Context: an optimization exercise on an open-source flow, tuned for a short achievable clock period and few clock cycles. The choices shown serve that exercise and are no tape-out recipe.
In this exercise RTL edits were held to simulation tests only and were not proved equivalent to the original.
The clock port is modelled as an ideal driver; clocking choices that lean on that would not hold on a real chip.
No activity file was given, so power comes from the tool's default toggle rates.

==> inputs of job 9708 <==
// mips_pipeline
module mips_pipeline(
  input clk,
  input rst,
  output [31:0] imem_addr,
  input [31:0] imem_data,
  output [31:0] dmem_addr,
  output [31:0] dmem_wdata,
  output dmem_we,
  input [31:0] dmem_rdata,
  output wb_en,
  output [4:0] wb_rd,
  output [31:0] wb_data
);
Settings: LEC_CHECK=0, ABC_CLOCK_PERIOD_IN_PS=2500, CAP_MARGIN=20, CORE_MARGIN=2, CORE_UTILIZATION=40, PLACE_DENSITY=0.6, SETUP_SLACK_MARGIN=5, SLEW_MARGIN=20; clock period 10.0 ns.
standard.sh (not shown) runs the stock make flow with config.mk's settings and CLKGATE_MAP_FILE= SYNTH_SCRIPT=/design/flow/synth_recipe.tcl, a recipe that flattens the netlist after the stock synthesis.
==> flow/flow/run.sh <==
#!/bin/bash
set -euo pipefail
cd "$(dirname "$0")/.."
MARGIN=$(cat flow/margin.txt)
bash standard.sh SETUP_SLACK_MARGIN=$MARGIN cts > standard_cts.log 2>&1
RES=orfs/results/sky130hd/mips_pipeline/base
MARGIN=$MARGIN RES=$RES openroad -no_init -exit flow/repair.tcl > repair.log 2>&1
bash standard.sh SETUP_SLACK_MARGIN=$MARGIN finish > standard_finish.log 2>&1
==> flow/flow/margin.txt <==
6.5
==> flow/flow/repair.tcl <==
# Extra timing repair on the placed, clock-tree-synthesized design.
set plat $::env(FLOW_HOME)/platforms/sky130hd
set res $::env(RES)
read_liberty $plat/lib/sky130_fd_sc_hd__tt_025C_1v80.lib
read_db $res/4_cts.odb
read_sdc $res/4_cts.sdc
source $plat/setRC.tcl
set_propagated_clock [all_clocks]
set_dont_use [get_lib_cells {sky130_fd_sc_hd__probe_p_8 sky130_fd_sc_hd__probec_p_8 sky130_fd_sc_hd__lpflow_* sky130_fd_sc_hd__clkdlybuf4s*}]
estimate_parasitics -placement
report_worst_slack -max
# Port buffers: weak or delay cells on ports become buf_4 or stronger.
set n 0
foreach c [get_cells -quiet {input* output*}] {
  set r [get_property $c ref_name]
  if {[regexp {clkdlybuf|buf_1$|buf_2$} $r]} {
    replace_cell $c sky130_fd_sc_hd__buf_4
    incr n
  }
}
puts "port buffers replaced: $n"
estimate_parasitics -placement
report_worst_slack -max
repair_timing -setup -setup_margin $::env(MARGIN) -repair_tns 100 -verbose
repair_timing -hold -hold_margin 0 -verbose
detailed_placement
check_placement -verbose
estimate_parasitics -placement
report_worst_slack -max
report_worst_slack -min
write_db $res/4_cts.odb
==> inputs of job 5879, as changes to job 9708 <==
--- a/flow/design.v
+++ b/flow/design.v
@@ -252,23 +252,21 @@
 );
   localparam [5:0] OP_R = 6'b000000, OP_LW = 6'b100011, OP_SW = 6'b101011,
                    OP_BEQ = 6'b000100, OP_BNE = 6'b000101, OP_J = 6'b000010,
                    OP_ADDI = 6'b001000;
   reg [31:0] pc_q;                  
   reg [31:0] d_pc, d_pc1, d_pc2;    
+  reg [15:0] d_hi_inc, d_hi_dec;    
   reg d_v;
   reg d_sh;                         
   reg e_v, e_wr, e_ld, e_st;
   reg e_meq, e_mne;                 
   reg e_add, e_sub, e_and, e_or, e_slt;
   reg [4:0] e_dst;
-  reg [31:0] e_a, e_b, e_sd, e_imm, e_pc1, e_pc2;
-  reg e_pred;
+  reg [31:0] e_a, e_b, e_sd, e_alt;
   reg [3:0] e_fa, e_fb, e_fs;       
-  reg [3:0] e_fan, e_fbn;           
-  reg e_fsl;                        
   reg m1_wr, m1_ld, m1_we;
   reg [4:0] m1_dst;
   reg [31:0] m1_res, m1_sd;
   reg m2_wr, m2_ld;
   reg [4:0] m2_dst;
   reg [31:0] m2_res;
@@ -278,65 +276,20 @@
   reg [31:0] rf [1:31];
   function [31:0] fwd(input [3:0] sel, input [31:0] own, input [31:0] x1,
                       input [31:0] x2, input [31:0] x3);
     fwd = ({32{sel[0]}} & x1) | ({32{sel[1]}} & x2) | ({32{sel[2]}} & x3) |
           ({32{sel[3]}} & own);
   endfunction
-  function [32:0] ks32(input [31:0] a, input [31:0] b, input cin);
-    reg [31:0] p, G, P, Gn, Pn;
-    integer i, d;
-    begin
-      p = a ^ b;
-      G = a & b;
-      P = p;
-      G[0] = G[0] | (p[0] & cin);
-      for (d = 1; d < 32; d = d * 2) begin
-        Gn = G;
-        Pn = P;
-        for (i = d; i < 32; i = i + 1) begin
-          Gn[i] = G[i] | (P[i] & G[i-d]);
-          Pn[i] = P[i] & P[i-d];
-        end
-        G = Gn;
-        P = Pn;
-      end
-      ks32 = {G[31], p ^ {G[30:0], cin}};
-    end
-  endfunction
-  function [16:0] ks16(input [15:0] a, input [15:0] b);
-    reg [15:0] p, G, P, Gn, Pn;
-    integer i, d;
-    begin
-      p = a ^ b;
-      G = a & b;
-      P = p;
-      for (d = 1; d < 16; d = d * 2) begin
-        Gn = G;
-        Pn = P;
-        for (i = d; i < 16; i = i + 1) begin
-          Gn[i] = G[i] | (P[i] & G[i-d]);
-          Pn[i] = P[i] & P[i-d];
-        end
-        G = Gn;
-        P = Pn;
-      end
-      ks16 = {G[15], p ^ {G[14:0], 1'b0}};
-    end
-  endfunction
   wire [31:0] fa = fwd(e_fa, e_a, m1_res, m2_res, w_data);
   wire [31:0] fb = fwd(e_fb, e_b, m1_res, m2_res, w_data);
-  wire [31:0] fs = fwd(e_fs, e_sd, m1_res, m2_res, w_data) | ({32{e_fsl}} & dmem_rdata);
-  wire [31:0] nx = {32{e_sub}};
-  wire [31:0] bx = fwd(~e_fbn, e_b ^ nx, m1_res ^ nx, m2_res ^ nx, w_data ^ nx);
-  wire [31:0] fax = fwd(~e_fan, e_a, m1_res, m2_res, w_data);
-  wire [32:0] sum_c = ks32(fax, bx, e_sub);
-  wire [31:0] sum = sum_c[31:0];
+  wire [31:0] fs = fwd(e_fs, e_sd, m1_res, m2_res, w_data);
+  wire [31:0] bx = fb ^ {32{e_sub}};
+  wire [31:0] sum = fa + bx + {31'b0, e_sub};
   wire lt = (fa[31] ^ fb[31]) ? fa[31] : sum[31];
   wire [31:0] alu = ({32{e_add}} & sum) | ({32{e_and}} & (fa & fb)) |
                     ({32{e_or}} & (fa | fb)) | {31'b0, e_slt & lt};
-  wire [31:0] e_alt = e_pred ? e_pc1 : e_pc2 + e_imm;
   wire eq = fa == fb;
   wire e_mis = eq ? e_meq : e_mne;
   wire [31:0] ir = imem_data;
   wire [5:0] op = ir[31:26];
   wire [4:0] rs = ir[25:21], rt = ir[20:16], rdf = ir[15:11];
   wire [31:0] sext = {{16{ir[15]}}, ir[15:0]};
@@ -350,69 +303,53 @@
   wire d_wr = (is_r | is_addi | is_lw) && dst != 5'd0;
   wire d_imm = is_addi | is_lw | is_sw;
   wire [5:0] fn = ir[5:0];
   wire r_sub = fn == 6'b100010, r_and = fn == 6'b100100, r_or = fn == 6'b100101,
        r_slt = fn == 6'b101010;
   wire hz_e = e_v & e_ld & ((use_a & rs == e_dst) | (use_b & rt == e_dst));
-  wire hz_m = m1_ld & ((use_a & rs == m1_dst) | (use_b & ~is_sw & rt == m1_dst));
-  wire sd_ld = m1_ld & m1_dst == rt & ~(e_v & e_wr & e_dst == rt);
+  wire hz_m = m1_ld & ((use_a & rs == m1_dst) | (use_b & rt == m1_dst));
   wire hz = hz_e | hz_m;
   wire live = e_mis ? d_sh : d_v;
   wire go = live & ~hz;
   wire stall = live & hz;
   wire redir1 = ~hz & (is_j | (is_br & pred));
   wire same = rs == rt;
-  wire [8:0] blo = {1'b0, d_pc2[7:0]} + {1'b0, ir[7:0]};
-  wire near = (ir[15:7] == 9'h000 && !blo[8]) || (ir[15:7] == 9'h1ff && blo[8]);
-  wire pred = near & (same ? is_beq : (is_bne | ir[15]));
-  wire [31:0] btgt = {d_pc2[31:8], blo[7:0]};
+  wire pred = same ? is_beq : (is_bne | ir[15]);
+  wire [16:0] blo = {1'b0, d_pc2[15:0]} + {1'b0, ir[15:0]};
+  wire [15:0] bhi = (blo[16] == ir[15]) ? d_pc2[31:16] :
+                    blo[16] ? d_hi_inc : d_hi_dec;
+  wire [31:0] btgt = {bhi, blo[15:0]};
   wire [31:0] jtgt = {2'b00, d_pc2[31:28], ir[25:0]};
   wire redir = go & (is_j | (is_br & pred));
   function [3:0] fsel(input [4:0] r);
     if (e_v & e_wr & e_dst == r) fsel = 4'b0001;
     else if (m1_wr & m1_dst == r) fsel = 4'b0010;
     else if (m2_wr & m2_dst == r) fsel = 4'b0100;
     else fsel = 4'b1000;
   endfunction
-  wire [31:0] oh_a = 32'b1 << rs;
-  wire [31:0] oh_b = 32'b1 << rt;
-  reg [31:0] rf_a, rf_b;
-  integer k;
-  always @(*) begin
-    rf_a = 32'b0;
-    rf_b = 32'b0;
-    for (k = 1; k < 32; k = k + 1) begin
-      rf_a = rf_a | ({32{oh_a[k]}} & rf[k]);
-      rf_b = rf_b | ({32{oh_b[k]}} & rf[k]);
-    end
-  end
-  wire [31:0] rv_a = rf_a;
-  wire [31:0] rv_b = rf_b;
+  wire [31:0] rv_a = rs == 5'd0 ? 32'b0 : (w_wr & w_dst == rs) ? w_data : rf[rs];
+  wire [31:0] rv_b = rt == 5'd0 ? 32'b0 : (w_wr & w_dst == rt) ? w_data : rf[rt];
   wire [31:0] tgt = is_j ? jtgt : btgt;
-  wire redir0 = d_v & ~hz & (is_j | (is_br & pred));
-  wire stall0 = d_v & hz;
-  wire [31:0] pc_d = redir0 ? tgt : stall0 ? d_pc : pc_q + 32'd1;
+  wire [31:0] pc_d = redir ? tgt : stall ? d_pc : pc_q + 32'd1;
   wire [31:0] pc_sh = redir1 ? tgt : hz ? d_pc : d_pc1;
-  wire [31:0] pc_mis = rst ? 32'b0 : d_sh ? pc_sh : e_alt;
-  wire [31:0] pc_nomis = rst ? 32'b0 : pc_d;
-  wire [31:0] pc_eq = e_meq ? pc_mis : pc_nomis;
-  wire [31:0] pc_ne = e_mne ? pc_mis : pc_nomis;
+  wire [16:0] pc2_lo = {1'b0, pc_q[15:0]} + 17'd2;
+  wire pc2_c16 = pc2_lo[16];
   assign imem_addr = pc_q;
   assign dmem_addr = m1_res;
   assign dmem_wdata = m1_sd;
   assign dmem_we = m1_we;
   assign wb_en = w_wr;
   assign wb_rd = w_dst;
   assign wb_data = w_data;
-  wire [31:0] m2_val = m2_ld ? dmem_rdata : m2_res;
   always @(posedge clk) begin
-    if (m2_wr)
-      rf[m2_dst] <= m2_val;
+    if (w_wr)
+      rf[w_dst] <= w_data;
   end
   always @(posedge clk) begin
     if (rst) begin
+      pc_q <= 0;
       d_v <= 0;
       d_sh <= 0;
       e_v <= 0;
       e_meq <= 0;
       e_mne <= 0;
       m1_wr <= 0;
@@ -428,46 +365,42 @@
       m1_wr <= e_v & e_wr;
       m1_ld <= e_v & e_ld;
       m1_we <= e_v & e_st;
       e_v <= go;
       e_meq <= go & is_br & (is_beq ^ pred);
       e_mne <= go & is_br & ~(is_beq ^ pred);
-      d_v <= ~e_mis & ~redir0 & ~stall0;
-      d_sh <= ~e_mis & redir0 & is_br;
+      pc_q <= e_mis ? (d_sh ? pc_sh : e_alt) : pc_d;
+      d_v <= ~e_mis & ~redir & ~stall;
+      d_sh <= ~e_mis & redir & is_br;
     end
   end
   always @(posedge clk) begin
     w_dst <= m2_dst;
-    w_data <= m2_val;
+    w_data <= m2_ld ? dmem_rdata : m2_res;
     m2_dst <= m1_dst;
     m2_res <= m1_res;
     m1_dst <= e_dst;
     m1_res <= alu;
     m1_sd <= fs;
     e_wr <= d_wr;
     e_ld <= is_lw & d_wr;
     e_st <= is_sw;
-    e_pred <= pred;
-    e_pc1 <= d_pc1;
-    e_pc2 <= d_pc2;
-    e_imm <= sext;
+    e_alt <= pred ? d_pc1 : btgt;
     e_dst <= dst;
     e_add <= ~is_r | ~(r_and | r_or | r_slt);
     e_sub <= is_r & (r_sub | r_slt);
     e_and <= is_r & r_and;
     e_or <= is_r & r_or;
     e_slt <= is_r & r_slt;
     e_a <= rv_a;
     e_b <= d_imm ? sext : rv_b;
     e_sd <= rv_b;
     e_fa <= use_a ? fsel(rs) : 4'b1000;
     e_fb <= (use_b & ~d_imm) ? fsel(rt) : 4'b1000;
-    e_fan <= ~(use_a ? fsel(rs) : 4'b1000);
-    e_fbn <= ~((use_b & ~d_imm) ? fsel(rt) : 4'b1000);
-    e_fs <= (use_b & ~sd_ld) ? fsel(rt) : 4'b0000;
-    e_fsl <= sd_ld;
-    pc_q <= eq ? pc_eq : pc_ne;
+    e_fs <= use_b ? fsel(rt) : 4'b1000;
     d_pc <= pc_q;
     d_pc1 <= pc_q + 32'd1;
     d_pc2 <= pc_q + 32'd2;
+    d_hi_inc <= pc_q[31:16] + {15'b0, pc2_c16} + 16'd1;
+    d_hi_dec <= pc_q[31:16] + {15'b0, pc2_c16} - 16'd1;
   end
 endmodule
==> flow/flow/run.sh (replaced) <==
#!/bin/bash
set -euo pipefail
cd "$(dirname "$0")/.."
MARGIN=$(cat flow/margin.txt)
bash standard.sh SETUP_SLACK_MARGIN=$MARGIN finish > standard_flow.log 2>&1
removed: flow/flow/repair.tcl
==> summary of the runs <==
Of job 5879 and job 9708, job 9708 has the higher final cell count (gap about 6%, measured against job 9708). Job 5879 finished clean. Job 9708 completed with no timing, DRC or antenna violations. In job 5879 the synthesized cell count is smaller than in job 9708, by about 9%. Against job 9708, the clock power of job 5879 is higher by about 3%. Hold slack: job 9708 is lower than job 5879 (52 ps). Of job 9708 and job 5879, job 5879 has the higher die area (gap 4.8%, measured against job 5879). Against job 5879, the cell area of job 9708 is smaller by about 6%. Between job 9708 and job 5879, the lower sequential cell count is in job 5879 (gap 27).
==> figures <==
item	job 5879	job 9708
Via count	49837	60109
Run status	finished clean	finished clean
Detailed-router iteration count before antenna repair	5	13
Final core utilization	0.5196	0.5125
Share of cells above drive strength 1	0.3738	0.2627
Least setup slack across all paths after layout	5767 ps	6139 ps
Kind of launch point of the worst setup path	register	primary input
Via count of the first global-routing pass	47900	54463
Routed length per instance	33.62 um	40.35 um
Overall die area	174500 um^2	166200 um^2
Placed instance count	7034	7497
Per-instance average area after synthesis	14.14 um^2	12.19 um^2
Total sequential power	0.00778 W	0.00804 W
Count of sequential standard cells	1457	1484
P per Cell Area	206.3 nW/um^2	202.6 nW/um^2
Delay of the slowest cell on the worst path	420 ps	370 ps
Testbench counts of job 9708, summed over its fixed seeds: cycles 13,270.
Testbench counts of job 5879, summed over its fixed seeds: cycles 13,302.

[port drivers added, routing unchanged]
No port has a modelled driver above. Below, the same layouts with a new extraction and two added sets of constraints.
Step 1, drivers: a clkbuf_16 drives clk and a buf_2 each remaining input, both assumed.
Step 2 also shifts input and output timing later by t, the mid clock arrival at the registers, as if the neighbouring blocks saw the same clock.
a / b / c = no drivers / after step 1 / after step 2; a / b = the first two.
| run | t, ns | slack for setup (ns) | hold slack, ns |
|---|---|---|---|
| job 9708 | 0.887 | 6.139 / 6.173 / 5.286 | 0.336 / 0.336 / 0.336 |
| job 5879 | 0.910 | 5.767 / 5.767 / 4.872 | 0.388 / 0.388 / 0.388 |
After both steps setup and hold are still met in every run listed. For job 5879, which loses most, drivers alone change the setup slack by 0.000 ns; drivers and shift together by -0.895 ns.
